What follows belongs to an exercise in optimizing a design on an open flow for small area and a short achievable clock period; a production flow would make more cautious choices.
Only simulation tests tie the RTL to the original design; equivalence was not proved.

## flow/design.v (module list and top-level ports; edited modules follow where they fit)
// module FA: 4 lines
// module HA: 4 lines
// module conv_filter: 3501 lines
module conv_filter(input clk, input reset_n, input in_valid, input [3:0] select,
  input [391:0] red_in, input [391:0] green_in, input [391:0] blue_in,
  output reg out_valid, output reg [7:0] red_out, output reg [7:0] green_out, output reg [7:0] blue_out);
  // ...
==> flow/flow/run.sh <==
#!/bin/bash
# The standard layout (standard.sh: standard synthesis, floorplan, place, CTS, route),
# with one change: the buffers that buffer_ports puts on every input and output port are
# sky130_fd_sc_hd__buf_1 instead of the flow's default delay-buffer cell.
set -uo pipefail
export BUFFER_PORTS_ARGS="-buffer_cell sky130_fd_sc_hd__buf_1"
bash standard.sh > standard_flow.log 2>&1
status=$?
# each ORFS step's own log is under orfs/logs; copy them next to this flow's log
mkdir -p step_logs
cp -r orfs/logs/. step_logs/ 2>/dev/null || true
exit $status
==> flow/standard.sh <==
#!/bin/bash
# synth_recipe.tcl (not shown) runs the flow's synth.tcl, then flattens the netlist and writes it again
# the make line also repeats each setting of config.mk as NAME=value (left out here)
make -C /OpenROAD-flow-scripts/flow DESIGN_CONFIG=/design/flow/config.mk WORK_HOME=/design/flow/orfs CLKGATE_MAP_FILE= SYNTH_SCRIPT=/design/flow/synth_recipe.tcl "${@:-finish}"
==> flow/config.mk <==
export PLATFORM = sky130hd
export DESIGN_NAME = conv_filter
export DESIGN_NICKNAME = conv_filter
export VERILOG_FILES = /design/flow/design.v
export SDC_FILE = /design/flow/constraint.sdc
export NUM_CORES = 4
export LEC_CHECK = 0
export CAP_MARGIN = 20
export CORE_AREA = 2 2.72 458 222.72
export CTS_BUF_LIST = sky130_fd_sc_hd__clkbuf_4 sky130_fd_sc_hd__clkbuf_8
export DIE_AREA = 0 0 460 225
export PLACE_DENSITY = 0.7
export SLEW_MARGIN = 20
export SYNTH_HIERARCHICAL = 1
export SYNTH_MINIMUM_KEEP_SIZE = 0
==> flow/constraint.sdc <==
create_clock -name core_clock -period 85.0 [get_ports {clk}]
set_input_delay 17.0000 -clock core_clock [delete_from_list [all_inputs] [get_ports {clk}]]
set_output_delay 17.0000 -clock core_clock [all_outputs]
set_load 0.01 [all_outputs]
==> impl_metrics.env, run 1 <==
export IMPL_outcome="complete, no violations"
export IMPL_num_io_pins=1208
export IMPL_post_dp_cell_area_um2=60900
export IMPL_design_seq_count=483
export IMPL_wl_mm=244
export IMPL_arrival_ns=20.08
export IMPL_crit_buf_inv=1
export IMPL_ys_types=69
export IMPL_hpwl_mm=213
export IMPL_clock_path_buffers=3
export IMPL_synth_common_cells="fa_1 (1686), dfxtp_1 (483), nand2_1 (362), a22oi_1 (205), ha_1 (141)"
export IMPL_htreeDepth=3
export IMPL_busiest_layer="met2"
export IMPL_final_common_cell="fa_1"
export IMPL_numCtsBuffers=75
export IMPL_final_area_um2=62700
export IMPL_cts_tree="built"
export IMPL_num_tap_cells=1312
export IMPL_synthesis_area_um2=55300
export IMPL_initial_core_util_pct=55.8
export IMPL_final_cells=6559
export IMPL_grt_pass1_wl_mm=337
export IMPL_grt_util_all_layers_pct=48.0
export IMPL_syn_to_final_growth_pct=13.5
export IMPL_gp_congestion=1.16
export IMPL_synth_top_area_share_pct=61.1
export IMPL_regArea_um2=9680
export IMPL_antenna_found_initial=82
export IMPL_rr_endpoint="green_out[7]"
export IMPL_finalCriticalPeriod_ns=19.44
export IMPL_multi_input_gates=3196
export IMPL_globalRouteOverflowTotal=0
export IMPL_buffer_area_share_pct=7.99
export IMPL_route_met2_wl_mm=102
export IMPL_synth_compound_area_share_pct=9.86
export IMPL_synth_top_family_by_area="adder cells"
export IMPL_clk_share_pct=2.71
export IMPL_yosys_area_share_adder_pct=64.3
export IMPL_hold_path_depth=1
==> run 2, diff against run 1 <==
--- a/flow/design.v
+++ b/flow/design.v
@@ -241,5 +241,7 @@
 wire g2_3_6=(sel2[0]&sel2[1]&~sel2[2]&~sel2[3])|(~sel2[0]&sel2[1]&sel2[2]&~sel2[3]);
+wire g2_3_5=(sel2[0]&sel2[1]&~sel2[2]&~sel2[3])|(sel2[0]&~sel2[1]&sel2[2]&~sel2[3]);
 wire g2_2=(~sel2[0]&sel2[1]&~sel2[2]&~sel2[3]);
+wire g2_1_6=(sel2[0]&~sel2[1]&~sel2[2]&~sel2[3])|(~sel2[0]&sel2[1]&sel2[2]&~sel2[3]);
 wire g2_1=(sel2[0]&~sel2[1]&~sel2[2]&~sel2[3]);
-wire g2_3_5=(sel2[0]&sel2[1]&~sel2[2]&~sel2[3])|(sel2[0]&~sel2[1]&sel2[2]&~sel2[3]);
+wire g2_2_6=(~sel2[0]&sel2[1]&~sel2[2]&~sel2[3])|(~sel2[0]&sel2[1]&sel2[2]&~sel2[3]);
 wire g2_1_2=(sel2[0]&~sel2[1]&~sel2[2]&~sel2[3])|(~sel2[0]&sel2[1]&~sel2[2]&~sel2[3]);
@@ -1860,62 +1862,62 @@
 FA f1196(w2837,w2838,w2869,w2870,w2871);
-assign w2872=(g2_3&w2856)|(g2_5&~w2854);
-assign w2873=(g2_3&~w2852)|(g2_5&~w2536);
-assign w2874=(g2_3&w2848);
-assign w2875=(g2_3&~w2842);
-assign w2876=(g2_3&~w2536);
+assign w2872=(g2_3_5&~w2536);
+assign w2873=(g2_3&w2856)|(g2_5&~w2854);
+assign w2874=(g2_3&~w2852);
+assign w2875=(g2_3&w2848);
+assign w2876=(g2_3&~w2842);
 assign w2877=(g2_2_3&w2858)|(g2_5&~w2856);
-assign w2878=(g2_2&w2854)|(g2_3&~w2854)|(g2_5&~w2840);
-assign w2879=(g2_2&~w2844)|(g2_3&w2850);
-assign w2880=(g2_2&~w2536)|(g2_3&~w2844);
-assign w2881=(g2_3&~w2840);
+assign w2878=(g2_2_3&~w2844);
+assign w2879=(g2_3_5&~w2840)|(g2_2&w2854);
+assign w2880=(g2_2&~w2536)|(g2_3&~w2854);
+assign w2881=(g2_3&w2850);
 assign w2882=(g2_2_3&w2860)|(g2_5&~w2858);
-assign w2883=(g2_2&w2856)|(g2_3&~w2856)|(g2_5&~w2842);
-assign w2884=(g2_2&~w2846)|(g2_3&w2852);
-assign w2885=(g2_2&~w2840)|(g2_3&~w2846);
-assign w2886=(g2_3&~w2842);
+assign w2883=(g2_2_3&~w2846);
+assign w2884=(g2_3_5&~w2842)|(g2_2&w2856);
+assign w2885=(g2_2&~w2840)|(g2_3&~w2856);
+assign w2886=(g2_3&w2852);
 assign w2887=(g2_3&~w2536);
-assign w2888=(g2_1&w2852)|(g2_2_3&w2862)|(g2_5&~w2860)|(g2_6&w2866);
-assign w2889=(g2_1&~w2846)|(g2_2&w2858)|(g2_3&~w2858)|(g2_5&~w2844)|(g2_6&~w2862);
-assign w2890=(g2_1&w2840)|(g2_2&~w2848)|(g2_3&w2854)|(g2_6&~w2856);
-assign w2891=(g2_2&~w2842)|(g2_3&~w2848)|(g2_6&w2852);
-assign w2892=(g2_2&~w2536)|(g2_3&~w2844)|(g2_6&w2846);
+assign w2888=(g2_1_6&w2852)|(g2_2_3&w2862)|(g2_5&~w2860);
+assign w2889=(g2_2_3&~w2848)|(g2_1&~w2846)|(g2_6&w2866);
+assign w2890=(g2_3_5&~w2844)|(g2_1&w2840)|(g2_2&w2858)|(g2_6&~w2862);
+assign w2891=(g2_2&~w2842)|(g2_3&~w2858)|(g2_6&~w2856);
+assign w2892=(g2_2&~w2536)|(g2_3&w2854)|(g2_6&w2846);
 assign w2893=(g2_3&~w2840);
-assign w2894=(g2_1&w2854)|(g2_2&w2860)|(g2_3&w2864)|(g2_5&~w2862)|(g2_6&w2868);
-assign w2895=(g2_1&~w2848)|(g2_2&~w2850)|(g2_3&~w2860)|(g2_5&~w2846)|(g2_6&~w2864);
-assign w2896=(g2_1&w2842)|(g2_2&~w2844)|(g2_3&w2856)|(g2_6&~w2858);
-assign w2897=(g2_2&~w2840)|(g2_3&~w2850)|(g2_6&w2854);
-assign w2898=(g2_3&~w2846)|(g2_6&w2848);
+assign w2894=(g2_1_6&w2854)|(g2_2_3&~w2850)|(g2_5&~w2862);
+assign w2895=(g2_3_5&~w2846)|(g2_1&~w2848)|(g2_2&w2860)|(g2_6&w2868);
+assign w2896=(g2_1&w2842)|(g2_2&~w2844)|(g2_3&w2864)|(g2_6&~w2864);
+assign w2897=(g2_2&~w2840)|(g2_3&~w2860)|(g2_6&~w2858);
+assign w2898=(g2_3&w2856)|(g2_6&w2848);
 assign w2899=(g2_3&~w2842);
-assign w2900=(g2_1&w2856)|(g2_2&w2862)|(g2_3&~w2862)|(g2_5&~w2864)|(g2_6&~w2866);
-assign w2901=(g2_1&~w2850)|(g2_2&~w2852)|(g2_3&w2858)|(g2_5&~w2848)|(g2_6&~w2860);
-assign w2902=(g2_1&w2844)|(g2_2&~w2846)|(g2_3&~w2852)|(g2_6&w2856);
-assign w2903=(g2_1&~w2536)|(g2_2&~w2842)|(g2_3&~w2848)|(g2_6&w2850);
-assign w2904=(g2_3&~w2844)|(g2_6&~w2846);
-assign w2905=(g2_1&w2858)|(g2_2&~w2854)|(g2_3&~w2864)|(g2_5&~w2866)|(g2_6&~w2868);
-assign w2906=(g2_1&~w2852)|(g2_2&~w2848)|(g2_3&w2860)|(g2_5&~w2850)|(g2_6&~w2862);
-assign w2907=(g2_1&w2846)|(g2_2&~w2844)|(g2_3&~w2854)|(g2_6&w2858);
-assign w2908=(g2_1&~w2840)|(g2_3&~w2850)|(g2_6&w2852);
-assign w2909=(g2_3&~w2846)|(g2_6&~w2848);
-assign w2910=(g2_1&w2860)|(g2_2&~w2856)|(g2_3&w2862)|(g2_5&~w2868)|(g2_6&~w2864);
-assign w2911=(g2_1&~w2854)|(g2_2&~w2850)|(g2_3&~w2856)|(g2_5&~w2852)|(g2_6&w2860);
-assign w2912=(g2_1&w2848)|(g2_2&~w2846)|(g2_3&~w2852)|(g2_6&w2854);
-assign w2913=(g2_1&~w2842)|(g2_3&~w2848)|(g2_6&~w2850);
-assign w2914=(g2_1&~w2856)|(g2_2&~w2858)|(g2_3&w2864)|(g2_5&~w2854)|(g2_6&~w2866)|(g2_4&~w2846);
-assign w2915=(g2_1&w2850)|(g2_2&~w2852)|(g2_3&~w2858)|(g2_6&w2862);
-assign w2916=(g2_1&~w2844)|(g2_2&~w2848)|(g2_3&~w2854)|(g2_6&w2856);
-assign w2917=(g2_3&~w2850)|(g2_6&~w2852);
-assign w2918=(g2_1&~w2858)|(g2_2_3&~w2860)|(g2_5&~w2856)|(g2_6&~w2868)|(g2_4&~w2848);
-assign w2919=(g2_1&w2852)|(g2_2&~w2854)|(g2_3&~w2856)|(g2_6&w2864);
-assign w2920=(g2_1&~w2846)|(g2_2&~w2850)|(g2_3&~w2852)|(g2_6&w2858);
-assign w2921=(g2_6&~w2854);
-assign w2922=(g2_1&~w2860)|(g2_2_3&~w2862)|(g2_5&~w2858)|(g2_6&w2866)|(g2_4&~w2850);
-assign w2923=(g2_1&w2854)|(g2_2&~w2856)|(g2_3&~w2858)|(g2_6&w2860);
-assign w2924=(g2_1&~w2848)|(g2_2&~w2852)|(g2_3&~w2854)|(g2_6&~w2856);
-assign w2925=(g2_1&w2856)|(g2_2&~w2858)|(g2_3&~w2864)|(g2_5&~w2860)|(g2_6&w2868)|(g2_4&~w2852);
-assign w2926=(g2_1&~w2850)|(g2_2&~w2854)|(g2_3&~w2860)|(g2_6&w2862);
-assign w2927=(g2_3&~w2856)|(g2_6&~w2858);
-assign w2928=(g2_1&w2858)|(g2_2&~w2860)|(g2_3_5&~w2862)|(g2_6&w2864)|(g2_4&~w2854);
-assign w2929=(g2_1&~w2852)|(g2_2&~w2856)|(g2_3&~w2858)|(g2_6&~w2860);
-assign w2930=(g2_1&w2860)|(g2_2&~w2862)|(g2_3_5&~w2864)|(g2_6&w2866)|(g2_4&~w2856);
-assign w2931=(g2_1&~w2854)|(g2_2&~w2858)|(g2_3&~w2860)|(g2_6&~w2862);
+assign w2900=(g2_1_6&w2856)|(g2_2_3&~w2852)|(g2_5&~w2864);
+assign w2901=(g2_2_6&~w2846)|(g2_3_5&~w2848)|(g2_1&~w2850);
+assign w2902=(g2_1&w2844)|(g2_2&w2862)|(g2_3&~w2862)|(g2_6&~w2866);
+assign w2903=(g2_1&~w2536)|(g2_2&~w2842)|(g2_3&w2858)|(g2_6&~w2860);
+assign w2904=(g2_3&~w2844)|(g2_6&w2850);
+assign w2905=(g2_1_6&w2858)|(g2_2_3&~w2854)|(g2_5&~w2866);
+assign w2906=(g2_2_6&~w2848)|(g2_3_5&~w2850)|(g2_1&~w2852);
+assign w2907=(g2_1&w2846)|(g2_2&~w2844)|(g2_3&~w2864)|(g2_6&~w2868);
+assign w2908=(g2_1&~w2840)|(g2_3&w2860)|(g2_6&~w2862);
+assign w2909=(g2_3&~w2846)|(g2_6&w2852);
+assign w2910=(g2_1_6&w2860)|(g2_2_3&~w2856)|(g2_5&~w2868);
+assign w2911=(g2_2_6&~w2850)|(g2_3_5&~w2852)|(g2_1&~w2854);
+assign w2912=(g2_1&w2848)|(g2_2&~w2846)|(g2_3&w2862)|(g2_6&~w2864);
+assign w2913=(g2_1&~w2842)|(g2_3&~w2848)|(g2_6&w2854);
+assign w2914=(g2_2_3&~w2858)|(g2_1&~w2856)|(g2_6&~w2866)|(g2_4&~w2846);
+assign w2915=(g2_2_6&~w2852)|(g2_3_5&~w2854)|(g2_1&w2850);
+assign w2916=(g2_1&~w2844)|(g2_2&~w2848)|(g2_3&w2864)|(g2_6&w2862);
+assign w2917=(g2_3&~w2850)|(g2_6&w2856);
+assign w2918=(g2_2_3&~w2860)|(g2_1&~w2858)|(g2_6&~w2868)|(g2_4&~w2848);
+assign w2919=(g2_2_6&~w2854)|(g2_3_5&~w2856)|(g2_1&w2852);
+assign w2920=(g2_1&~w2846)|(g2_2&~w2850)|(g2_3&~w2852)|(g2_6&w2864);
+assign w2921=(g2_6&w2858);
+assign w2922=(g2_2_3&~w2862)|(g2_1&~w2860)|(g2_6&w2866)|(g2_4&~w2850);
+assign w2923=(g2_2_6&~w2856)|(g2_3_5&~w2858)|(g2_1&w2854);
+assign w2924=(g2_1&~w2848)|(g2_2&~w2852)|(g2_3&~w2854)|(g2_6&w2860);
+assign w2925=(g2_2_6&~w2858)|(g2_3_5&~w2860)|(g2_1&w2856)|(g2_4&~w2852);
+assign w2926=(g2_1&~w2850)|(g2_2&~w2854)|(g2_3&~w2864)|(g2_6&w2868);
+assign w2927=(g2_3&~w2856)|(g2_6&w2862);
+assign w2928=(g2_2_6&~w2860)|(g2_3_5&~w2862)|(g2_1&w2858)|(g2_4&~w2854);
+assign w2929=(g2_1&~w2852)|(g2_2&~w2856)|(g2_3&~w2858)|(g2_6&w2864);
+assign w2930=(g2_2_6&~w2862)|(g2_3_5&~w2864)|(g2_1&w2860)|(g2_4&~w2856);
+assign w2931=(g2_1&~w2854)|(g2_2&~w2858)|(g2_3&~w2860)|(g2_6&w2866);
 assign w2932=(g2_1&~w2856)|(g2_2&~w2860)|(g2_3&~w2862)|(g2_5&~w2866)|(g2_6&w2868)|(g2_4&~w2858);
@@ -1938,52 +1940,52 @@
 assign w2949=(g2_1_2_3&1'b1);
-FA f1197(w2935,w2876,w2875,w2950,w2951);
-FA f1198(w2950,w2874,w2873,w2952,w2953);
-FA f1199(w2881,w2951,w2880,w2954,w2955);
-FA f1200(w2954,w2879,w2878,w2956,w2957);
+FA f1197(w2935,w2872,w2876,w2950,w2951);
+FA f1198(w2950,w2875,w2874,w2952,w2953);
+FA f1199(w2951,w2878,w2881,w2954,w2955);
+FA f1200(w2954,w2879,w2880,w2956,w2957);
 FA f1201(w2953,w2956,w2877,w2958,w2959);
-FA f1202(w2936,w2887,w2886,w2960,w2961);
-FA f1203(w2960,w2885,w2955,w2962,w2963);
-FA f1204(w2962,w2884,w2883,w2964,w2965);
+FA f1202(w2936,w2887,w2883,w2960,w2961);
+FA f1203(w2960,w2886,w2955,w2962,w2963);
+FA f1204(w2962,w2884,w2885,w2964,w2965);
 FA f1205(w2957,w2882,w2964,w2966,w2967);
 FA f1206(w2937,w2893,w2961,w2968,w2969);
-FA f1207(w2892,w2968,w2963,w2970,w2971);
-FA f1208(w2970,w2891,w2890,w2972,w2973);
-FA f1209(w2965,w2972,w2889,w2974,w2975);
-FA f1210(w2967,w2974,w2888,w2976,w2977);
+FA f1207(w2968,w2892,w2963,w2970,w2971);
+FA f1208(w2970,w2891,w2965,w2972,w2973);
+FA f1209(w2888,w2890,w2967,w2974,w2975);
+FA f1210(w2972,w2889,w2974,w2976,w2977);
 FA f1211(w2938,w2899,w2969,w2978,w2979);
-FA f1212(w2898,w2978,w2971,w2980,w2981);
-FA f1213(w2980,w2897,w2896,w2982,w2983);
-FA f1214(w2973,w2982,w2895,w2984,w2985);
-FA f1215(w2975,w2984,w2894,w2986,w2987);
-FA f1216(w2939,w2904,w2979,w2988,w2989);
-FA f1217(w2903,w2988,w2981,w2990,w2991);
-FA f1218(w2990,w2902,w2901,w2992,w2993);
-FA f1219(w2983,w2992,w2900,w2994,w2995);
+FA f1212(w2978,w2898,w2971,w2980,w2981);
+FA f1213(w2897,w2980,w2894,w2982,w2983);
+FA f1214(w2973,w2896,w2982,w2984,w2985);
+FA f1215(w2975,w2895,w2984,w2986,w2987);
+FA f1216(w2939,w2901,w2904,w2988,w2989);
+FA f1217(w2979,w2988,w2981,w2990,w2991);
+FA f1218(w2903,w2990,w2900,w2992,w2993);
+FA f1219(w2983,w2902,w2992,w2994,w2995);
 FA f1220(w2985,w2994,w2987,w2996,w2997);
-FA f1221(w2940,w2909,w2989,w2998,w2999);
-FA f1222(w2908,w2998,w2991,w3000,w3001);
-FA f1223(w3000,w2907,w2906,w3002,w3003);
-FA f1224(w2993,w3002,w2905,w3004,w3005);
-FA f1225(w2995,w3004,w2997,w3006,w3007);
-FA f1226(w2941,w2913,w2999,w3008,w3009);
-FA f1227(w2912,w3008,w3001,w3010,w3011);
-FA f1228(w2911,w3010,w3003,w3012,w3013);
-FA f1229(w2910,w3012,w3005,w3014,w3015);
-FA f1230(w2942,w2917,w3009,w3016,w3017);
-FA f1231(w2916,w3016,w3011,w3018,w3019);
-FA f1232(w2915,w3018,w2914,w3020,w3021);
-FA f1233(w3013,w3020,w3015,w3022,w3023);
-FA f1234(w2943,w2921,w3017,w3024,w3025);
-FA f1235(w2920,w3024,w3019,w3026,w3027);
-FA f1236(w2919,w3026,w2918,w3028,w3029);
+FA f1221(w2940,w2906,w2909,w2998,w2999);
+FA f1222(w2989,w2998,w2908,w3000,w3001);
+FA f1223(w2991,w3000,w2905,w3002,w3003);
+FA f1224(w2993,w2907,w2995,w3004,w3005);
+FA f1225(w3002,w3004,w2997,w3006,w3007);
+FA f1226(w2941,w2911,w2913,w3008,w3009);
+FA f1227(w2999,w3008,w2912,w3010,w3011);
+FA f1228(w3001,w3010,w2910,w3012,w3013);
+FA f1229(w3003,w3012,w3005,w3014,w3015);
+FA f1230(w2942,w2915,w2917,w3016,w3017);
+FA f1231(w3009,w3016,w2916,w3018,w3019);
+FA f1232(w2914,w3011,w3018,w3020,w3021);
+FA f1233(w3020,w3013,w3015,w3022,w3023);
+FA f1234(w2943,w2919,w2921,w3024,w3025);
+FA f1235(w3017,w3024,w2920,w3026,w3027);
+FA f1236(w3019,w3026,w2918,w3028,w3029);
 FA f1237(w3021,w3028,w3023,w3030,w3031);
-FA f1238(w2944,w2924,w3025,w3032,w3033);
-FA f1239(w2923,w3032,w3027,w3034,w3035);
-FA f1240(w2922,w3034,w3029,w3036,w3037);
-FA f1241(w2945,w2927,w2926,w3038,w3039);
-FA f1242(w3033,w3038,w2925,w3040,w3041);
+FA f1238(w2944,w2923,w2924,w3032,w3033);
+FA f1239(w3025,w3032,w2922,w3034,w3035);
+FA f1240(w3027,w3034,w3029,w3036,w3037);
+FA f1241(w2945,w2925,w2927,w3038,w3039);
+FA f1242(w3033,w3038,w2926,w3040,w3041);
 FA f1243(w3035,w3040,w3037,w3042,w3043);
-FA f1244(w2946,w2929,w2928,w3044,w3045);
+FA f1244(w2946,w2928,w2929,w3044,w3045);
 FA f1245(w3039,w3044,w3041,w3046,w3047);
-FA f1246(w2947,w2931,w2930,w3048,w3049);
+FA f1246(w2947,w2930,w2931,w3048,w3049);
 FA f1247(w3045,w3048,w3047,w3050,w3051);
@@ -1992,3 +1994,3 @@
 FA f1250(w2949,w2934,w3053,w3056,w3057);
-HA h65(w2872,w2952,w3058,w3059);
+HA h65(w2873,w2952,w3058,w3059);
 HA h66(w2958,w3059,w3060,w3061);
@@ -2371,62 +2373,62 @@
 FA f1411(w3580,w3581,w3612,w3613,w3614);
-assign w3615=(g2_3&w3599)|(g2_5&~w3597);
-assign w3616=(g2_3&~w3595)|(g2_5&~w3279);
-assign w3617=(g2_3&w3591);
-assign w3618=(g2_3&~w3585);
-assign w3619=(g2_3&~w3279);
+assign w3615=(g2_3_5&~w3279);
+assign w3616=(g2_3&w3599)|(g2_5&~w3597);
+assign w3617=(g2_3&~w3595);
+assign w3618=(g2_3&w3591);
+assign w3619=(g2_3&~w3585);
 assign w3620=(g2_2_3&w3601)|(g2_5&~w3599);
-assign w3621=(g2_2&w3597)|(g2_3&~w3597)|(g2_5&~w3583);
-assign w3622=(g2_2&~w3587)|(g2_3&w3593);
-assign w3623=(g2_2&~w3279)|(g2_3&~w3587);
-assign w3624=(g2_3&~w3583);
+assign w3621=(g2_2_3&~w3587);
+assign w3622=(g2_3_5&~w3583)|(g2_2&w3597);
+assign w3623=(g2_2&~w3279)|(g2_3&~w3597);
+assign w3624=(g2_3&w3593);
 assign w3625=(g2_2_3&w3603)|(g2_5&~w3601);
-assign w3626=(g2_2&w3599)|(g2_3&~w3599)|(g2_5&~w3585);
-assign w3627=(g2_2&~w3589)|(g2_3&w3595);
-assign w3628=(g2_2&~w3583)|(g2_3&~w3589);
-assign w3629=(g2_3&~w3585);
+assign w3626=(g2_2_3&~w3589);
+assign w3627=(g2_3_5&~w3585)|(g2_2&w3599);
+assign w3628=(g2_2&~w3583)|(g2_3&~w3599);
+assign w3629=(g2_3&w3595);
 assign w3630=(g2_3&~w3279);
-assign w3631=(g2_1&w3595)|(g2_2_3&w3605)|(g2_5&~w3603)|(g2_6&w3609);
-assign w3632=(g2_1&~w3589)|(g2_2&w3601)|(g2_3&~w3601)|(g2_5&~w3587)|(g2_6&~w3605);
-assign w3633=(g2_1&w3583)|(g2_2&~w3591)|(g2_3&w3597)|(g2_6&~w3599);
-assign w3634=(g2_2&~w3585)|(g2_3&~w3591)|(g2_6&w3595);
-assign w3635=(g2_2&~w3279)|(g2_3&~w3587)|(g2_6&w3589);
+assign w3631=(g2_1_6&w3595)|(g2_2_3&w3605)|(g2_5&~w3603);
+assign w3632=(g2_2_3&~w3591)|(g2_1&~w3589)|(g2_6&w3609);
+assign w3633=(g2_3_5&~w3587)|(g2_1&w3583)|(g2_2&w3601)|(g2_6&~w3605);
+assign w3634=(g2_2&~w3585)|(g2_3&~w3601)|(g2_6&~w3599);
+assign w3635=(g2_2&~w3279)|(g2_3&w3597)|(g2_6&w3589);
 assign w3636=(g2_3&~w3583);
-assign w3637=(g2_1&w3597)|(g2_2&w3603)|(g2_3&w3607)|(g2_5&~w3605)|(g2_6&w3611);
-assign w3638=(g2_1&~w3591)|(g2_2&~w3593)|(g2_3&~w3603)|(g2_5&~w3589)|(g2_6&~w3607);
-assign w3639=(g2_1&w3585)|(g2_2&~w3587)|(g2_3&w3599)|(g2_6&~w3601);
-assign w3640=(g2_2&~w3583)|(g2_3&~w3593)|(g2_6&w3597);
-assign w3641=(g2_3&~w3589)|(g2_6&w3591);
+assign w3637=(g2_1_6&w3597)|(g2_2_3&~w3593)|(g2_5&~w3605);
+assign w3638=(g2_3_5&~w3589)|(g2_1&~w3591)|(g2_2&w3603)|(g2_6&w3611);
+assign w3639=(g2_1&w3585)|(g2_2&~w3587)|(g2_3&w3607)|(g2_6&~w3607);
+assign w3640=(g2_2&~w3583)|(g2_3&~w3603)|(g2_6&~w3601);
+assign w3641=(g2_3&w3599)|(g2_6&w3591);
 assign w3642=(g2_3&~w3585);
-assign w3643=(g2_1&w3599)|(g2_2&w3605)|(g2_3&~w3605)|(g2_5&~w3607)|(g2_6&~w3609);
-assign w3644=(g2_1&~w3593)|(g2_2&~w3595)|(g2_3&w3601)|(g2_5&~w3591)|(g2_6&~w3603);
-assign w3645=(g2_1&w3587)|(g2_2&~w3589)|(g2_3&~w3595)|(g2_6&w3599);
-assign w3646=(g2_1&~w3279)|(g2_2&~w3585)|(g2_3&~w3591)|(g2_6&w3593);
-assign w3647=(g2_3&~w3587)|(g2_6&~w3589);
-assign w3648=(g2_1&w3601)|(g2_2&~w3597)|(g2_3&~w3607)|(g2_5&~w3609)|(g2_6&~w3611);
-assign w3649=(g2_1&~w3595)|(g2_2&~w3591)|(g2_3&w3603)|(g2_5&~w3593)|(g2_6&~w3605);
-assign w3650=(g2_1&w3589)|(g2_2&~w3587)|(g2_3&~w3597)|(g2_6&w3601);
-assign w3651=(g2_1&~w3583)|(g2_3&~w3593)|(g2_6&w3595);
-assign w3652=(g2_3&~w3589)|(g2_6&~w3591);
-assign w3653=(g2_1&w3603)|(g2_2&~w3599)|(g2_3&w3605)|(g2_5&~w3611)|(g2_6&~w3607);
-assign w3654=(g2_1&~w3597)|(g2_2&~w3593)|(g2_3&~w3599)|(g2_5&~w3595)|(g2_6&w3603);
-assign w3655=(g2_1&w3591)|(g2_2&~w3589)|(g2_3&~w3595)|(g2_6&w3597);
-assign w3656=(g2_1&~w3585)|(g2_3&~w3591)|(g2_6&~w3593);
-assign w3657=(g2_1&~w3599)|(g2_2&~w3601)|(g2_3&w3607)|(g2_5&~w3597)|(g2_6&~w3609)|(g2_4&~w3589);
-assign w3658=(g2_1&w3593)|(g2_2&~w3595)|(g2_3&~w3601)|(g2_6&w3605);
-assign w3659=(g2_1&~w3587)|(g2_2&~w3591)|(g2_3&~w3597)|(g2_6&w3599);
-assign w3660=(g2_3&~w3593)|(g2_6&~w3595);
-assign w3661=(g2_1&~w3601)|(g2_2_3&~w3603)|(g2_5&~w3599)|(g2_6&~w3611)|(g2_4&~w3591);
-assign w3662=(g2_1&w3595)|(g2_2&~w3597)|(g2_3&~w3599)|(g2_6&w3607);
-assign w3663=(g2_1&~w3589)|(g2_2&~w3593)|(g2_3&~w3595)|(g2_6&w3601);
-assign w3664=(g2_6&~w3597);
-assign w3665=(g2_1&~w3603)|(g2_2_3&~w3605)|(g2_5&~w3601)|(g2_6&w3609)|(g2_4&~w3593);
-assign w3666=(g2_1&w3597)|(g2_2&~w3599)|(g2_3&~w3601)|(g2_6&w3603);
-assign w3667=(g2_1&~w3591)|(g2_2&~w3595)|(g2_3&~w3597)|(g2_6&~w3599);
-assign w3668=(g2_1&w3599)|(g2_2&~w3601)|(g2_3&~w3607)|(g2_5&~w3603)|(g2_6&w3611)|(g2_4&~w3595);
-assign w3669=(g2_1&~w3593)|(g2_2&~w3597)|(g2_3&~w3603)|(g2_6&w3605);
-assign w3670=(g2_3&~w3599)|(g2_6&~w3601);
-assign w3671=(g2_1&w3601)|(g2_2&~w3603)|(g2_3_5&~w3605)|(g2_6&w3607)|(g2_4&~w3597);
-assign w3672=(g2_1&~w3595)|(g2_2&~w3599)|(g2_3&~w3601)|(g2_6&~w3603);
-assign w3673=(g2_1&w3603)|(g2_2&~w3605)|(g2_3_5&~w3607)|(g2_6&w3609)|(g2_4&~w3599);
-assign w3674=(g2_1&~w3597)|(g2_2&~w3601)|(g2_3&~w3603)|(g2_6&~w3605);
+assign w3643=(g2_1_6&w3599)|(g2_2_3&~w3595)|(g2_5&~w3607);
+assign w3644=(g2_2_6&~w3589)|(g2_3_5&~w3591)|(g2_1&~w3593);
+assign w3645=(g2_1&w3587)|(g2_2&w3605)|(g2_3&~w3605)|(g2_6&~w3609);
+assign w3646=(g2_1&~w3279)|(g2_2&~w3585)|(g2_3&w3601)|(g2_6&~w3603);
+assign w3647=(g2_3&~w3587)|(g2_6&w3593);
+assign w3648=(g2_1_6&w3601)|(g2_2_3&~w3597)|(g2_5&~w3609);
+assign w3649=(g2_2_6&~w3591)|(g2_3_5&~w3593)|(g2_1&~w3595);
+assign w3650=(g2_1&w3589)|(g2_2&~w3587)|(g2_3&~w3607)|(g2_6&~w3611);
+assign w3651=(g2_1&~w3583)|(g2_3&w3603)|(g2_6&~w3605);
+assign w3652=(g2_3&~w3589)|(g2_6&w3595);
+assign w3653=(g2_1_6&w3603)|(g2_2_3&~w3599)|(g2_5&~w3611);
+assign w3654=(g2_2_6&~w3593)|(g2_3_5&~w3595)|(g2_1&~w3597);
+assign w3655=(g2_1&w3591)|(g2_2&~w3589)|(g2_3&w3605)|(g2_6&~w3607);
+assign w3656=(g2_1&~w3585)|(g2_3&~w3591)|(g2_6&w3597);
+assign w3657=(g2_2_3&~w3601)|(g2_1&~w3599)|(g2_6&~w3609)|(g2_4&~w3589);
+assign w3658=(g2_2_6&~w3595)|(g2_3_5&~w3597)|(g2_1&w3593);
+assign w3659=(g2_1&~w3587)|(g2_2&~w3591)|(g2_3&w3607)|(g2_6&w3605);
+assign w3660=(g2_3&~w3593)|(g2_6&w3599);
+assign w3661=(g2_2_3&~w3603)|(g2_1&~w3601)|(g2_6&~w3611)|(g2_4&~w3591);
+assign w3662=(g2_2_6&~w3597)|(g2_3_5&~w3599)|(g2_1&w3595);
+assign w3663=(g2_1&~w3589)|(g2_2&~w3593)|(g2_3&~w3595)|(g2_6&w3607);
+assign w3664=(g2_6&w3601);
+assign w3665=(g2_2_3&~w3605)|(g2_1&~w3603)|(g2_6&w3609)|(g2_4&~w3593);
+assign w3666=(g2_2_6&~w3599)|(g2_3_5&~w3601)|(g2_1&w3597);
+assign w3667=(g2_1&~w3591)|(g2_2&~w3595)|(g2_3&~w3597)|(g2_6&w3603);
+assign w3668=(g2_2_6&~w3601)|(g2_3_5&~w3603)|(g2_1&w3599)|(g2_4&~w3595);
+assign w3669=(g2_1&~w3593)|(g2_2&~w3597)|(g2_3&~w3607)|(g2_6&w3611);
+assign w3670=(g2_3&~w3599)|(g2_6&w3605);
+assign w3671=(g2_2_6&~w3603)|(g2_3_5&~w3605)|(g2_1&w3601)|(g2_4&~w3597);
+assign w3672=(g2_1&~w3595)|(g2_2&~w3599)|(g2_3&~w3601)|(g2_6&w3607);
+assign w3673=(g2_2_6&~w3605)|(g2_3_5&~w3607)|(g2_1&w3603)|(g2_4&~w3599);
+assign w3674=(g2_1&~w3597)|(g2_2&~w3601)|(g2_3&~w3603)|(g2_6&w3609);
 assign w3675=(g2_1&~w3599)|(g2_2&~w3603)|(g2_3&~w3605)|(g2_5&~w3609)|(g2_6&w3611)|(g2_4&~w3601);
@@ -2449,52 +2451,52 @@
 assign w3692=(g2_1_2_3&1'b1);
-FA f1412(w3678,w3619,w3618,w3693,w3694);
-FA f1413(w3693,w3617,w3616,w3695,w3696);
-FA f1414(w3624,w3694,w3623,w3697,w3698);
-FA f1415(w3697,w3622,w3621,w3699,w3700);
+FA f1412(w3678,w3615,w3619,w3693,w3694);
+FA f1413(w3693,w3618,w3617,w3695,w3696);
+FA f1414(w3694,w3621,w3624,w3697,w3698);
+FA f1415(w3697,w3622,w3623,w3699,w3700);
 FA f1416(w3696,w3699,w3620,w3701,w3702);
-FA f1417(w3679,w3630,w3629,w3703,w3704);
-FA f1418(w3703,w3628,w3698,w3705,w3706);
-FA f1419(w3705,w3627,w3626,w3707,w3708);
+FA f1417(w3679,w3630,w3626,w3703,w3704);
+FA f1418(w3703,w3629,w3698,w3705,w3706);
+FA f1419(w3705,w3627,w3628,w3707,w3708);
 FA f1420(w3700,w3625,w3707,w3709,w3710);
 FA f1421(w3680,w3636,w3704,w3711,w3712);
-FA f1422(w3635,w3711,w3706,w3713,w3714);
-FA f1423(w3713,w3634,w3633,w3715,w3716);
-FA f1424(w3708,w3715,w3632,w3717,w3718);
-FA f1425(w3710,w3717,w3631,w3719,w3720);
+FA f1422(w3711,w3635,w3706,w3713,w3714);
+FA f1423(w3713,w3634,w3708,w3715,w3716);
+FA f1424(w3631,w3633,w3710,w3717,w3718);
+FA f1425(w3715,w3632,w3717,w3719,w3720);
 FA f1426(w3681,w3642,w3712,w3721,w3722);
-FA f1427(w3641,w3721,w3714,w3723,w3724);
-FA f1428(w3723,w3640,w3639,w3725,w3726);
-FA f1429(w3716,w3725,w3638,w3727,w3728);
-FA f1430(w3718,w3727,w3637,w3729,w3730);
-FA f1431(w3682,w3647,w3722,w3731,w3732);
-FA f1432(w3646,w3731,w3724,w3733,w3734);
-FA f1433(w3733,w3645,w3644,w3735,w3736);
-FA f1434(w3726,w3735,w3643,w3737,w3738);
+FA f1427(w3721,w3641,w3714,w3723,w3724);
+FA f1428(w3640,w3723,w3637,w3725,w3726);
+FA f1429(w3716,w3639,w3725,w3727,w3728);
+FA f1430(w3718,w3638,w3727,w3729,w3730);
+FA f1431(w3682,w3644,w3647,w3731,w3732);
+FA f1432(w3722,w3731,w3724,w3733,w3734);
+FA f1433(w3646,w3733,w3643,w3735,w3736);
+FA f1434(w3726,w3645,w3735,w3737,w3738);
 FA f1435(w3728,w3737,w3730,w3739,w3740);
-FA f1436(w3683,w3652,w3732,w3741,w3742);
-FA f1437(w3651,w3741,w3734,w3743,w3744);
-FA f1438(w3743,w3650,w3649,w3745,w3746);
-FA f1439(w3736,w3745,w3648,w3747,w3748);
-FA f1440(w3738,w3747,w3740,w3749,w3750);
-FA f1441(w3684,w3656,w3742,w3751,w3752);
-FA f1442(w3655,w3751,w3744,w3753,w3754);
-FA f1443(w3654,w3753,w3746,w3755,w3756);
-FA f1444(w3653,w3755,w3748,w3757,w3758);
-FA f1445(w3685,w3660,w3752,w3759,w3760);
-FA f1446(w3659,w3759,w3754,w3761,w3762);
-FA f1447(w3658,w3761,w3657,w3763,w3764);
-FA f1448(w3756,w3763,w3758,w3765,w3766);
-FA f1449(w3686,w3664,w3760,w3767,w3768);
-FA f1450(w3663,w3767,w3762,w3769,w3770);
-FA f1451(w3662,w3769,w3661,w3771,w3772);
+FA f1436(w3683,w3649,w3652,w3741,w3742);
+FA f1437(w3732,w3741,w3651,w3743,w3744);
+FA f1438(w3734,w3743,w3648,w3745,w3746);
+FA f1439(w3736,w3650,w3738,w3747,w3748);
+FA f1440(w3745,w3747,w3740,w3749,w3750);
+FA f1441(w3684,w3654,w3656,w3751,w3752);
+FA f1442(w3742,w3751,w3655,w3753,w3754);
+FA f1443(w3744,w3753,w3653,w3755,w3756);
+FA f1444(w3746,w3755,w3748,w3757,w3758);
+FA f1445(w3685,w3658,w3660,w3759,w3760);
+FA f1446(w3752,w3759,w3659,w3761,w3762);
+FA f1447(w3657,w3754,w3761,w3763,w3764);
+FA f1448(w3763,w3756,w3758,w3765,w3766);
+FA f1449(w3686,w3662,w3664,w3767,w3768);
+FA f1450(w3760,w3767,w3663,w3769,w3770);
+FA f1451(w3762,w3769,w3661,w3771,w3772);
 FA f1452(w3764,w3771,w3766,w3773,w3774);
-FA f1453(w3687,w3667,w3768,w3775,w3776);
-FA f1454(w3666,w3775,w3770,w3777,w3778);
-FA f1455(w3665,w3777,w3772,w3779,w3780);
-FA f1456(w3688,w3670,w3669,w3781,w3782);
-FA f1457(w3776,w3781,w3668,w3783,w3784);
+FA f1453(w3687,w3666,w3667,w3775,w3776);
+FA f1454(w3768,w3775,w3665,w3777,w3778);
+FA f1455(w3770,w3777,w3772,w3779,w3780);
+FA f1456(w3688,w3668,w3670,w3781,w3782);
+FA f1457(w3776,w3781,w3669,w3783,w3784);
 FA f1458(w3778,w3783,w3780,w3785,w3786);
-FA f1459(w3689,w3672,w3671,w3787,w3788);
+FA f1459(w3689,w3671,w3672,w3787,w3788);
 FA f1460(w3782,w3787,w3784,w3789,w3790);
-FA f1461(w3690,w3674,w3673,w3791,w3792);
+FA f1461(w3690,w3673,w3674,w3791,w3792);
 FA f1462(w3788,w3791,w3790,w3793,w3794);
@@ -2503,3 +2505,3 @@
 FA f1465(w3692,w3677,w3796,w3799,w3800);
-HA h82(w3615,w3695,w3801,w3802);
+HA h82(w3616,w3695,w3801,w3802);
 HA h83(w3701,w3802,w3803,w3804);
@@ -2882,62 +2884,62 @@
 FA f1626(w4323,w4324,w4355,w4356,w4357);
-assign w4358=(g2_3&w4342)|(g2_5&~w4340);
-assign w4359=(g2_3&~w4338)|(g2_5&~w4022);
-assign w4360=(g2_3&w4334);
-assign w4361=(g2_3&~w4328);
-assign w4362=(g2_3&~w4022);
+assign w4358=(g2_3_5&~w4022);
+assign w4359=(g2_3&w4342)|(g2_5&~w4340);
+assign w4360=(g2_3&~w4338);
+assign w4361=(g2_3&w4334);
+assign w4362=(g2_3&~w4328);
 assign w4363=(g2_2_3&w4344)|(g2_5&~w4342);
-assign w4364=(g2_2&w4340)|(g2_3&~w4340)|(g2_5&~w4326);
-assign w4365=(g2_2&~w4330)|(g2_3&w4336);
-assign w4366=(g2_2&~w4022)|(g2_3&~w4330);
-assign w4367=(g2_3&~w4326);
+assign w4364=(g2_2_3&~w4330);
+assign w4365=(g2_3_5&~w4326)|(g2_2&w4340);
+assign w4366=(g2_2&~w4022)|(g2_3&~w4340);
+assign w4367=(g2_3&w4336);
 assign w4368=(g2_2_3&w4346)|(g2_5&~w4344);
-assign w4369=(g2_2&w4342)|(g2_3&~w4342)|(g2_5&~w4328);
-assign w4370=(g2_2&~w4332)|(g2_3&w4338);
-assign w4371=(g2_2&~w4326)|(g2_3&~w4332);
-assign w4372=(g2_3&~w4328);
+assign w4369=(g2_2_3&~w4332);
+assign w4370=(g2_3_5&~w4328)|(g2_2&w4342);
+assign w4371=(g2_2&~w4326)|(g2_3&~w4342);
+assign w4372=(g2_3&w4338);
 assign w4373=(g2_3&~w4022);
-assign w4374=(g2_1&w4338)|(g2_2_3&w4348)|(g2_5&~w4346)|(g2_6&w4352);
-assign w4375=(g2_1&~w4332)|(g2_2&w4344)|(g2_3&~w4344)|(g2_5&~w4330)|(g2_6&~w4348);
-assign w4376=(g2_1&w4326)|(g2_2&~w4334)|(g2_3&w4340)|(g2_6&~w4342);
-assign w4377=(g2_2&~w4328)|(g2_3&~w4334)|(g2_6&w4338);
-assign w4378=(g2_2&~w4022)|(g2_3&~w4330)|(g2_6&w4332);
+assign w4374=(g2_1_6&w4338)|(g2_2_3&w4348)|(g2_5&~w4346);
+assign w4375=(g2_2_3&~w4334)|(g2_1&~w4332)|(g2_6&w4352);
+assign w4376=(g2_3_5&~w4330)|(g2_1&w4326)|(g2_2&w4344)|(g2_6&~w4348);
+assign w4377=(g2_2&~w4328)|(g2_3&~w4344)|(g2_6&~w4342);
+assign w4378=(g2_2&~w4022)|(g2_3&w4340)|(g2_6&w4332);
 assign w4379=(g2_3&~w4326);
-assign w4380=(g2_1&w4340)|(g2_2&w4346)|(g2_3&w4350)|(g2_5&~w4348)|(g2_6&w4354);
-assign w4381=(g2_1&~w4334)|(g2_2&~w4336)|(g2_3&~w4346)|(g2_5&~w4332)|(g2_6&~w4350);
-assign w4382=(g2_1&w4328)|(g2_2&~w4330)|(g2_3&w4342)|(g2_6&~w4344);
-assign w4383=(g2_2&~w4326)|(g2_3&~w4336)|(g2_6&w4340);
-assign w4384=(g2_3&~w4332)|(g2_6&w4334);
+assign w4380=(g2_1_6&w4340)|(g2_2_3&~w4336)|(g2_5&~w4348);
+assign w4381=(g2_3_5&~w4332)|(g2_1&~w4334)|(g2_2&w4346)|(g2_6&w4354);
+assign w4382=(g2_1&w4328)|(g2_2&~w4330)|(g2_3&w4350)|(g2_6&~w4350);
+assign w4383=(g2_2&~w4326)|(g2_3&~w4346)|(g2_6&~w4344);
+assign w4384=(g2_3&w4342)|(g2_6&w4334);
 assign w4385=(g2_3&~w4328);
-assign w4386=(g2_1&w4342)|(g2_2&w4348)|(g2_3&~w4348)|(g2_5&~w4350)|(g2_6&~w4352);
-assign w4387=(g2_1&~w4336)|(g2_2&~w4338)|(g2_3&w4344)|(g2_5&~w4334)|(g2_6&~w4346);
-assign w4388=(g2_1&w4330)|(g2_2&~w4332)|(g2_3&~w4338)|(g2_6&w4342);
-assign w4389=(g2_1&~w4022)|(g2_2&~w4328)|(g2_3&~w4334)|(g2_6&w4336);
-assign w4390=(g2_3&~w4330)|(g2_6&~w4332);
-assign w4391=(g2_1&w4344)|(g2_2&~w4340)|(g2_3&~w4350)|(g2_5&~w4352)|(g2_6&~w4354);
-assign w4392=(g2_1&~w4338)|(g2_2&~w4334)|(g2_3&w4346)|(g2_5&~w4336)|(g2_6&~w4348);
-assign w4393=(g2_1&w4332)|(g2_2&~w4330)|(g2_3&~w4340)|(g2_6&w4344);
-assign w4394=(g2_1&~w4326)|(g2_3&~w4336)|(g2_6&w4338);
-assign w4395=(g2_3&~w4332)|(g2_6&~w4334);
-assign w4396=(g2_1&w4346)|(g2_2&~w4342)|(g2_3&w4348)|(g2_5&~w4354)|(g2_6&~w4350);
-assign w4397=(g2_1&~w4340)|(g2_2&~w4336)|(g2_3&~w4342)|(g2_5&~w4338)|(g2_6&w4346);
-assign w4398=(g2_1&w4334)|(g2_2&~w4332)|(g2_3&~w4338)|(g2_6&w4340);
-assign w4399=(g2_1&~w4328)|(g2_3&~w4334)|(g2_6&~w4336);
-assign w4400=(g2_1&~w4342)|(g2_2&~w4344)|(g2_3&w4350)|(g2_5&~w4340)|(g2_6&~w4352)|(g2_4&~w4332);
-assign w4401=(g2_1&w4336)|(g2_2&~w4338)|(g2_3&~w4344)|(g2_6&w4348);
-assign w4402=(g2_1&~w4330)|(g2_2&~w4334)|(g2_3&~w4340)|(g2_6&w4342);
-assign w4403=(g2_3&~w4336)|(g2_6&~w4338);
-assign w4404=(g2_1&~w4344)|(g2_2_3&~w4346)|(g2_5&~w4342)|(g2_6&~w4354)|(g2_4&~w4334);
-assign w4405=(g2_1&w4338)|(g2_2&~w4340)|(g2_3&~w4342)|(g2_6&w4350);
-assign w4406=(g2_1&~w4332)|(g2_2&~w4336)|(g2_3&~w4338)|(g2_6&w4344);
-assign w4407=(g2_6&~w4340);
-assign w4408=(g2_1&~w4346)|(g2_2_3&~w4348)|(g2_5&~w4344)|(g2_6&w4352)|(g2_4&~w4336);
-assign w4409=(g2_1&w4340)|(g2_2&~w4342)|(g2_3&~w4344)|(g2_6&w4346);
-assign w4410=(g2_1&~w4334)|(g2_2&~w4338)|(g2_3&~w4340)|(g2_6&~w4342);
-assign w4411=(g2_1&w4342)|(g2_2&~w4344)|(g2_3&~w4350)|(g2_5&~w4346)|(g2_6&w4354)|(g2_4&~w4338);
-assign w4412=(g2_1&~w4336)|(g2_2&~w4340)|(g2_3&~w4346)|(g2_6&w4348);
-assign w4413=(g2_3&~w4342)|(g2_6&~w4344);
-assign w4414=(g2_1&w4344)|(g2_2&~w4346)|(g2_3_5&~w4348)|(g2_6&w4350)|(g2_4&~w4340);
-assign w4415=(g2_1&~w4338)|(g2_2&~w4342)|(g2_3&~w4344)|(g2_6&~w4346);
-assign w4416=(g2_1&w4346)|(g2_2&~w4348)|(g2_3_5&~w4350)|(g2_6&w4352)|(g2_4&~w4342);
-assign w4417=(g2_1&~w4340)|(g2_2&~w4344)|(g2_3&~w4346)|(g2_6&~w4348);
+assign w4386=(g2_1_6&w4342)|(g2_2_3&~w4338)|(g2_5&~w4350);
+assign w4387=(g2_2_6&~w4332)|(g2_3_5&~w4334)|(g2_1&~w4336);
+assign w4388=(g2_1&w4330)|(g2_2&w4348)|(g2_3&~w4348)|(g2_6&~w4352);
+assign w4389=(g2_1&~w4022)|(g2_2&~w4328)|(g2_3&w4344)|(g2_6&~w4346);
+assign w4390=(g2_3&~w4330)|(g2_6&w4336);
+assign w4391=(g2_1_6&w4344)|(g2_2_3&~w4340)|(g2_5&~w4352);
+assign w4392=(g2_2_6&~w4334)|(g2_3_5&~w4336)|(g2_1&~w4338);
+assign w4393=(g2_1&w4332)|(g2_2&~w4330)|(g2_3&~w4350)|(g2_6&~w4354);
+assign w4394=(g2_1&~w4326)|(g2_3&w4346)|(g2_6&~w4348);
+assign w4395=(g2_3&~w4332)|(g2_6&w4338);
+assign w4396=(g2_1_6&w4346)|(g2_2_3&~w4342)|(g2_5&~w4354);
+assign w4397=(g2_2_6&~w4336)|(g2_3_5&~w4338)|(g2_1&~w4340);
+assign w4398=(g2_1&w4334)|(g2_2&~w4332)|(g2_3&w4348)|(g2_6&~w4350);
+assign w4399=(g2_1&~w4328)|(g2_3&~w4334)|(g2_6&w4340);
+assign w4400=(g2_2_3&~w4344)|(g2_1&~w4342)|(g2_6&~w4352)|(g2_4&~w4332);
+assign w4401=(g2_2_6&~w4338)|(g2_3_5&~w4340)|(g2_1&w4336);
+assign w4402=(g2_1&~w4330)|(g2_2&~w4334)|(g2_3&w4350)|(g2_6&w4348);
+assign w4403=(g2_3&~w4336)|(g2_6&w4342);
+assign w4404=(g2_2_3&~w4346)|(g2_1&~w4344)|(g2_6&~w4354)|(g2_4&~w4334);
+assign w4405=(g2_2_6&~w4340)|(g2_3_5&~w4342)|(g2_1&w4338);
+assign w4406=(g2_1&~w4332)|(g2_2&~w4336)|(g2_3&~w4338)|(g2_6&w4350);
+assign w4407=(g2_6&w4344);
+assign w4408=(g2_2_3&~w4348)|(g2_1&~w4346)|(g2_6&w4352)|(g2_4&~w4336);
+assign w4409=(g2_2_6&~w4342)|(g2_3_5&~w4344)|(g2_1&w4340);
+assign w4410=(g2_1&~w4334)|(g2_2&~w4338)|(g2_3&~w4340)|(g2_6&w4346);
+assign w4411=(g2_2_6&~w4344)|(g2_3_5&~w4346)|(g2_1&w4342)|(g2_4&~w4338);
+assign w4412=(g2_1&~w4336)|(g2_2&~w4340)|(g2_3&~w4350)|(g2_6&w4354);
+assign w4413=(g2_3&~w4342)|(g2_6&w4348);
+assign w4414=(g2_2_6&~w4346)|(g2_3_5&~w4348)|(g2_1&w4344)|(g2_4&~w4340);
+assign w4415=(g2_1&~w4338)|(g2_2&~w4342)|(g2_3&~w4344)|(g2_6&w4350);
+assign w4416=(g2_2_6&~w4348)|(g2_3_5&~w4350)|(g2_1&w4346)|(g2_4&~w4342);
+assign w4417=(g2_1&~w4340)|(g2_2&~w4344)|(g2_3&~w4346)|(g2_6&w4352);
 assign w4418=(g2_1&~w4342)|(g2_2&~w4346)|(g2_3&~w4348)|(g2_5&~w4352)|(g2_6&w4354)|(g2_4&~w4344);
@@ -2960,52 +2962,52 @@
 assign w4435=(g2_1_2_3&1'b1);
-FA f1627(w4421,w4362,w4361,w4436,w4437);
-FA f1628(w4436,w4360,w4359,w4438,w4439);
-FA f1629(w4367,w4437,w4366,w4440,w4441);
-FA f1630(w4440,w4365,w4364,w4442,w4443);
+FA f1627(w4421,w4358,w4362,w4436,w4437);
+FA f1628(w4436,w4361,w4360,w4438,w4439);
+FA f1629(w4437,w4364,w4367,w4440,w4441);
+FA f1630(w4440,w4365,w4366,w4442,w4443);
 FA f1631(w4439,w4442,w4363,w4444,w4445);
-FA f1632(w4422,w4373,w4372,w4446,w4447);
-FA f1633(w4446,w4371,w4441,w4448,w4449);
-FA f1634(w4448,w4370,w4369,w4450,w4451);
+FA f1632(w4422,w4373,w4369,w4446,w4447);
+FA f1633(w4446,w4372,w4441,w4448,w4449);
+FA f1634(w4448,w4370,w4371,w4450,w4451);
 FA f1635(w4443,w4368,w4450,w4452,w4453);
 FA f1636(w4423,w4379,w4447,w4454,w4455);
-FA f1637(w4378,w4454,w4449,w4456,w4457);
-FA f1638(w4456,w4377,w4376,w4458,w4459);
-FA f1639(w4451,w4458,w4375,w4460,w4461);
-FA f1640(w4453,w4460,w4374,w4462,w4463);
+FA f1637(w4454,w4378,w4449,w4456,w4457);
+FA f1638(w4456,w4377,w4451,w4458,w4459);
+FA f1639(w4374,w4376,w4453,w4460,w4461);
+FA f1640(w4458,w4375,w4460,w4462,w4463);
 FA f1641(w4424,w4385,w4455,w4464,w4465);
-FA f1642(w4384,w4464,w4457,w4466,w4467);
-FA f1643(w4466,w4383,w4382,w4468,w4469);
-FA f1644(w4459,w4468,w4381,w4470,w4471);
-FA f1645(w4461,w4470,w4380,w4472,w4473);
-FA f1646(w4425,w4390,w4465,w4474,w4475);
-FA f1647(w4389,w4474,w4467,w4476,w4477);
-FA f1648(w4476,w4388,w4387,w4478,w4479);
-FA f1649(w4469,w4478,w4386,w4480,w4481);
+FA f1642(w4464,w4384,w4457,w4466,w4467);
+FA f1643(w4383,w4466,w4380,w4468,w4469);
+FA f1644(w4459,w4382,w4468,w4470,w4471);
+FA f1645(w4461,w4381,w4470,w4472,w4473);
+FA f1646(w4425,w4387,w4390,w4474,w4475);
+FA f1647(w4465,w4474,w4467,w4476,w4477);
+FA f1648(w4389,w4476,w4386,w4478,w4479);
+FA f1649(w4469,w4388,w4478,w4480,w4481);
 FA f1650(w4471,w4480,w4473,w4482,w4483);
-FA f1651(w4426,w4395,w4475,w4484,w4485);
-FA f1652(w4394,w4484,w4477,w4486,w4487);
-FA f1653(w4486,w4393,w4392,w4488,w4489);
-FA f1654(w4479,w4488,w4391,w4490,w4491);
-FA f1655(w4481,w4490,w4483,w4492,w4493);
-FA f1656(w4427,w4399,w4485,w4494,w4495);
-FA f1657(w4398,w4494,w4487,w4496,w4497);
-FA f1658(w4397,w4496,w4489,w4498,w4499);
-FA f1659(w4396,w4498,w4491,w4500,w4501);
-FA f1660(w4428,w4403,w4495,w4502,w4503);
-FA f1661(w4402,w4502,w4497,w4504,w4505);
-FA f1662(w4401,w4504,w4400,w4506,w4507);
-FA f1663(w4499,w4506,w4501,w4508,w4509);
-FA f1664(w4429,w4407,w4503,w4510,w4511);
-FA f1665(w4406,w4510,w4505,w4512,w4513);
-FA f1666(w4405,w4512,w4404,w4514,w4515);
+FA f1651(w4426,w4392,w4395,w4484,w4485);
+FA f1652(w4475,w4484,w4394,w4486,w4487);
+FA f1653(w4477,w4486,w4391,w4488,w4489);
+FA f1654(w4479,w4393,w4481,w4490,w4491);
+FA f1655(w4488,w4490,w4483,w4492,w4493);
+FA f1656(w4427,w4397,w4399,w4494,w4495);
+FA f1657(w4485,w4494,w4398,w4496,w4497);
+FA f1658(w4487,w4496,w4396,w4498,w4499);
+FA f1659(w4489,w4498,w4491,w4500,w4501);
+FA f1660(w4428,w4401,w4403,w4502,w4503);
+FA f1661(w4495,w4502,w4402,w4504,w4505);
+FA f1662(w4400,w4497,w4504,w4506,w4507);
+FA f1663(w4506,w4499,w4501,w4508,w4509);
+FA f1664(w4429,w4405,w4407,w4510,w4511);
+FA f1665(w4503,w4510,w4406,w4512,w4513);
+FA f1666(w4505,w4512,w4404,w4514,w4515);
 FA f1667(w4507,w4514,w4509,w4516,w4517);
-FA f1668(w4430,w4410,w4511,w4518,w4519);
-FA f1669(w4409,w4518,w4513,w4520,w4521);
-FA f1670(w4408,w4520,w4515,w4522,w4523);
-FA f1671(w4431,w4413,w4412,w4524,w4525);
-FA f1672(w4519,w4524,w4411,w4526,w4527);
+FA f1668(w4430,w4409,w4410,w4518,w4519);
+FA f1669(w4511,w4518,w4408,w4520,w4521);
+FA f1670(w4513,w4520,w4515,w4522,w4523);
+FA f1671(w4431,w4411,w4413,w4524,w4525);
+FA f1672(w4519,w4524,w4412,w4526,w4527);
 FA f1673(w4521,w4526,w4523,w4528,w4529);
-FA f1674(w4432,w4415,w4414,w4530,w4531);
+FA f1674(w4432,w4414,w4415,w4530,w4531);
 FA f1675(w4525,w4530,w4527,w4532,w4533);
-FA f1676(w4433,w4417,w4416,w4534,w4535);
+FA f1676(w4433,w4416,w4417,w4534,w4535);
 FA f1677(w4531,w4534,w4533,w4536,w4537);
@@ -3014,3 +3016,3 @@
 FA f1680(w4435,w4420,w4539,w4542,w4543);
-HA h99(w4358,w4438,w4544,w4545);
+HA h99(w4359,w4438,w4544,w4545);
 HA h100(w4444,w4545,w4546,w4547);
==> run 2 against run 1 <==
  * Global-route usage decreased by 4.6 points
  * Fmax decreased by 0.74%
  * Sequential share of layout area increased by 0.087 points
==> impl_metrics.env, run 2 <==
export IMPL_outcome="complete, no violations"
export IMPL_rsz0062_at_grt="false"
export IMPL_hpwl_mm=190
export IMPL_drv_slew=0
export IMPL_reg2reg_setup_slack_ns=68.74
export IMPL_ctsHoldBuffers=0
export IMPL_dieArea_um2=104000
export IMPL_initial_core_util_pct=55.5
export IMPL_arrival_ns=20.25
export IMPL_synth_ff_latch_count=483
export IMPL_vias=40234
export IMPL_final_cell_mix="fa_1 (1686), buf_1 (1207), dfxtp_1 (479), nand2_1 (306), a22oi_1 (218)"
export IMPL_globalRouteOverflowTotal=0
export IMPL_crit_fanout=2
export IMPL_final_antenna_net_count=0
export IMPL_post_dp_cell_area_um2=60600
export IMPL_yosys_area_top_type="fa_1"
export IMPL_wl_mm=220
export IMPL_wire_per_inst_um=33.9
export IMPL_viasPerCell=6.20
export IMPL_clock_path_buffers=3
export IMPL_post_cts_buffers=0
export IMPL_gp_congestion=1.03
export IMPL_die_x_um=460
export IMPL_crit_type="in -> reg"
export IMPL_fmax_mhz=51.0
export IMPL_synthFlopType="dfxtp_1"
export IMPL_tightest_slew_ns=1.05
export IMPL_final_cells=6494
export IMPL_crit_family="adder cells"
export IMPL_avgSynthCellArea_um2=13.9
export IMPL_top_layer="met5"
export IMPL_synth_most_common_cell="fa_1"
export IMPL_antenna_found_initial=80
export IMPL_clkSinkCount=483
export IMPL_wirelength_met1_mm=78.4
export IMPL_num_io_pins=1208
export IMPL_wl_met3_mm=30.2
export IMPL_top_regs="blue_out: 8 flops, green_out: 8 flops, red_out: 8 flops"
export IMPL_row_count=80
export IMPL_final_net_count=8086
export IMPL_synth_common_cells="fa_1 (1686), dfxtp_1 (483), nand2_1 (306), a22oi_1 (218), ha_1 (141)"
export IMPL_syn_to_final_growth_pct=13.3
export IMPL_maxCapViolCount=0
export IMPL_crit_slowest_cell="fa_1"
export IMPL_clk_pin_slew_ns=0.06
export IMPL_ys_seq_area_share_pct=17.6
export IMPL_grt_max_degree=73
export IMPL_route_met2_wl_mm=97.8
export IMPL_drc=0
export IMPL_synth_edf_count=0
export IMPL_yosysWarnings=7
export IMPL_core_area_um2=99100
export IMPL_crit_buf_inv=1
export IMPL_post_cts_resized=0
export IMPL_die_h_um=225
export IMPL_yosys_top_cells_area="fa_1 (61%), dfxtp_1 (18%), ha_1 (3.2%), a22oi_1 (3.0%), nand2_1 (2.1%)"
export IMPL_final_common_cell="fa_1"
export IMPL_dr_pass1_iters=11
export IMPL_synth_top_area_share_pct=61.3
export IMPL_synth_fp_nets=6967
export IMPL_reg2reg_from="sel2[0]"
export IMPL_synthesis_area_um2=55000
export IMPL_endpoint_kind="register"
export IMPL_grt_pass1_wl_mm=310
export IMPL_synthCells=3957
export IMPL_dp_slack_ns=64.61
export IMPL_final_util_pct=62.9
export IMPL_crit_cells=7
export IMPL_async_flop_share_pct=0
export IMPL_reg2reg_depth=40
export IMPL_numCtsBuffers=73
export IMPL_tns_ns=0
export IMPL_hp_class="reg -> reg"
export IMPL_required_ns=85.66
export IMPL_clk_latency_ns=0.80
export IMPL_cts_root_buf="clkbuf_8"
export IMPL_max_stage_delay_ns=0.81
export IMPL_startpoint="green_in[313]"
export IMPL_placedCellCount=6313
export IMPL_finalCriticalPeriod_ns=19.59
export IMPL_crit_top_cell="fa_1"
export IMPL_cp_cell_sequence="buf_1, fa_1, fa_1, fa_1, fa_1, ha_1, fa_1"
export IMPL_grt_pass1_vias=44432
export IMPL_rr_endpoint="green_out[7]"
export IMPL_ys_types=73
export IMPL_clock_skew_ns=0.0534
export IMPL_drtIter0Drc=5349
export IMPL_drive_gt1_share_pct=5.40
export IMPL_htreeDepth=3
export IMPL_min_to="out_valid"
export IMPL_setup_ws_ns=65.41
export IMPL_cts_tree="built"
export IMPL_setup_viol=0
export IMPL_grt_util_all_layers_pct=43.4
export IMPL_hold_path_depth=1
export IMPL_hp_start="v"
export IMPL_slew_headroom_pct=30.1
export IMPL_io_buffer_count=1207
export IMPL_final_area_um2=62400
export IMPL_startpoint_type="input pin"
export IMPL_finalHoldViolations=0
export IMPL_min_period_over_period_pct=23.0
-- run 2: cells by family after synthesis --
| group | synth area share [%] |
|---|---|
| AOI/OAI and AO/OA | 9.52 |
| and+or+nand+nor | 4.68 |
| adders and majority gates | 64.5 |
| buffers and inverters | 2.75 |
| muxes | 0.837 |
| xor gates and xnor gates | 0.111 |
| DFF | 17.6 |
-- run 2: per-layer routing --
metal  GRT usage, %  up-vias
met5              0        -
met4           22.4       34
met3           17.6      696
met2           64.3     2983
met1           55.3    20989
li1               -    15532
-- run 2: worst max path at each step --
stage / endpoint / slack [ns]
2_1_floorplan: r2_w1030 / 65.39
3_3_place_gp: r2_w1030 / 64.62
3_5_place_dp: r2_w1030 / 64.61
4_1_cts: r2_w1030 / 65.46
5_1_grt: r2_w1030 / 65.35
6_report: r2_w1030 / 65.41
-- run 2: metrics by stage --
| stage | hold slack, ns |
|---|---|
| 6_report | 0.470 |
| 5_1_grt | 0.492 |
| 4_1_cts | 0.468 |
| 3_5_place_dp | 0.444 |
| 3_3_place_gp | 0.421 |
| 2_1_floorplan | 0.412 |
-- run 2: worst reg2reg max path, delay by kind of cell (launching register included) --
kind,cells,cell delay [ns]
buffers and inverters,8,2.74
AND/OR/NAND/NOR,2,0.94
adder cells (fa/ha/maj),27,10.83
flip-flops,1,0.70
AO/OA/AOI/OAI,3,0.94
-- run 2: modules after synthesis, one instance, submodules excluded --
module | copies in the design | cells inside | flops+latches
FA | 1686 | 1 | 0
conv_filter | 1 | 2163 | 483
HA | 108 | 1 | 0
-- run 2: area by class of cell --
type / count / area (µm²)
diodes: 52 / 130
clock buffers: 100 / 1290
clock inverters: 29 / 350
fillers: 7780 / 36700
inverters: 105 / 398
multi-input cells: 3147 / 43900
flip-flops and latches: 483 / 9670
well taps: 1312 / 1640
repair buffers: 1266 / 4970

## re-timing with driven ports
The flow's constraints put no driver on any port. The routed layouts listed below were extracted and timed again, unchanged, in two steps.
Step 1 assumes that a clkbuf_16 drives the clock port and a buf_2 every other input.
Step 2 times the ports against the registers' clock, not the clock port: input delays grow and output delays shrink by t, the midpoint of the rising clock arrivals with the driver on.
Slacks: ideal ports / drivers / drivers and shift; pairs: ideal ports / drivers.
run	t, ns	slack for setup (ns)	worst slew at a driven data input, ns
run 1	0.861	65.555 / 65.602 / 64.741	0.41
run 2	0.828	65.410 / 65.444 / 64.616	0.42
After both steps every run listed still meets setup and hold. The setup slack of run 1, which loses most, moves by +0.047 ns with the drivers and by -0.814 ns with both steps.
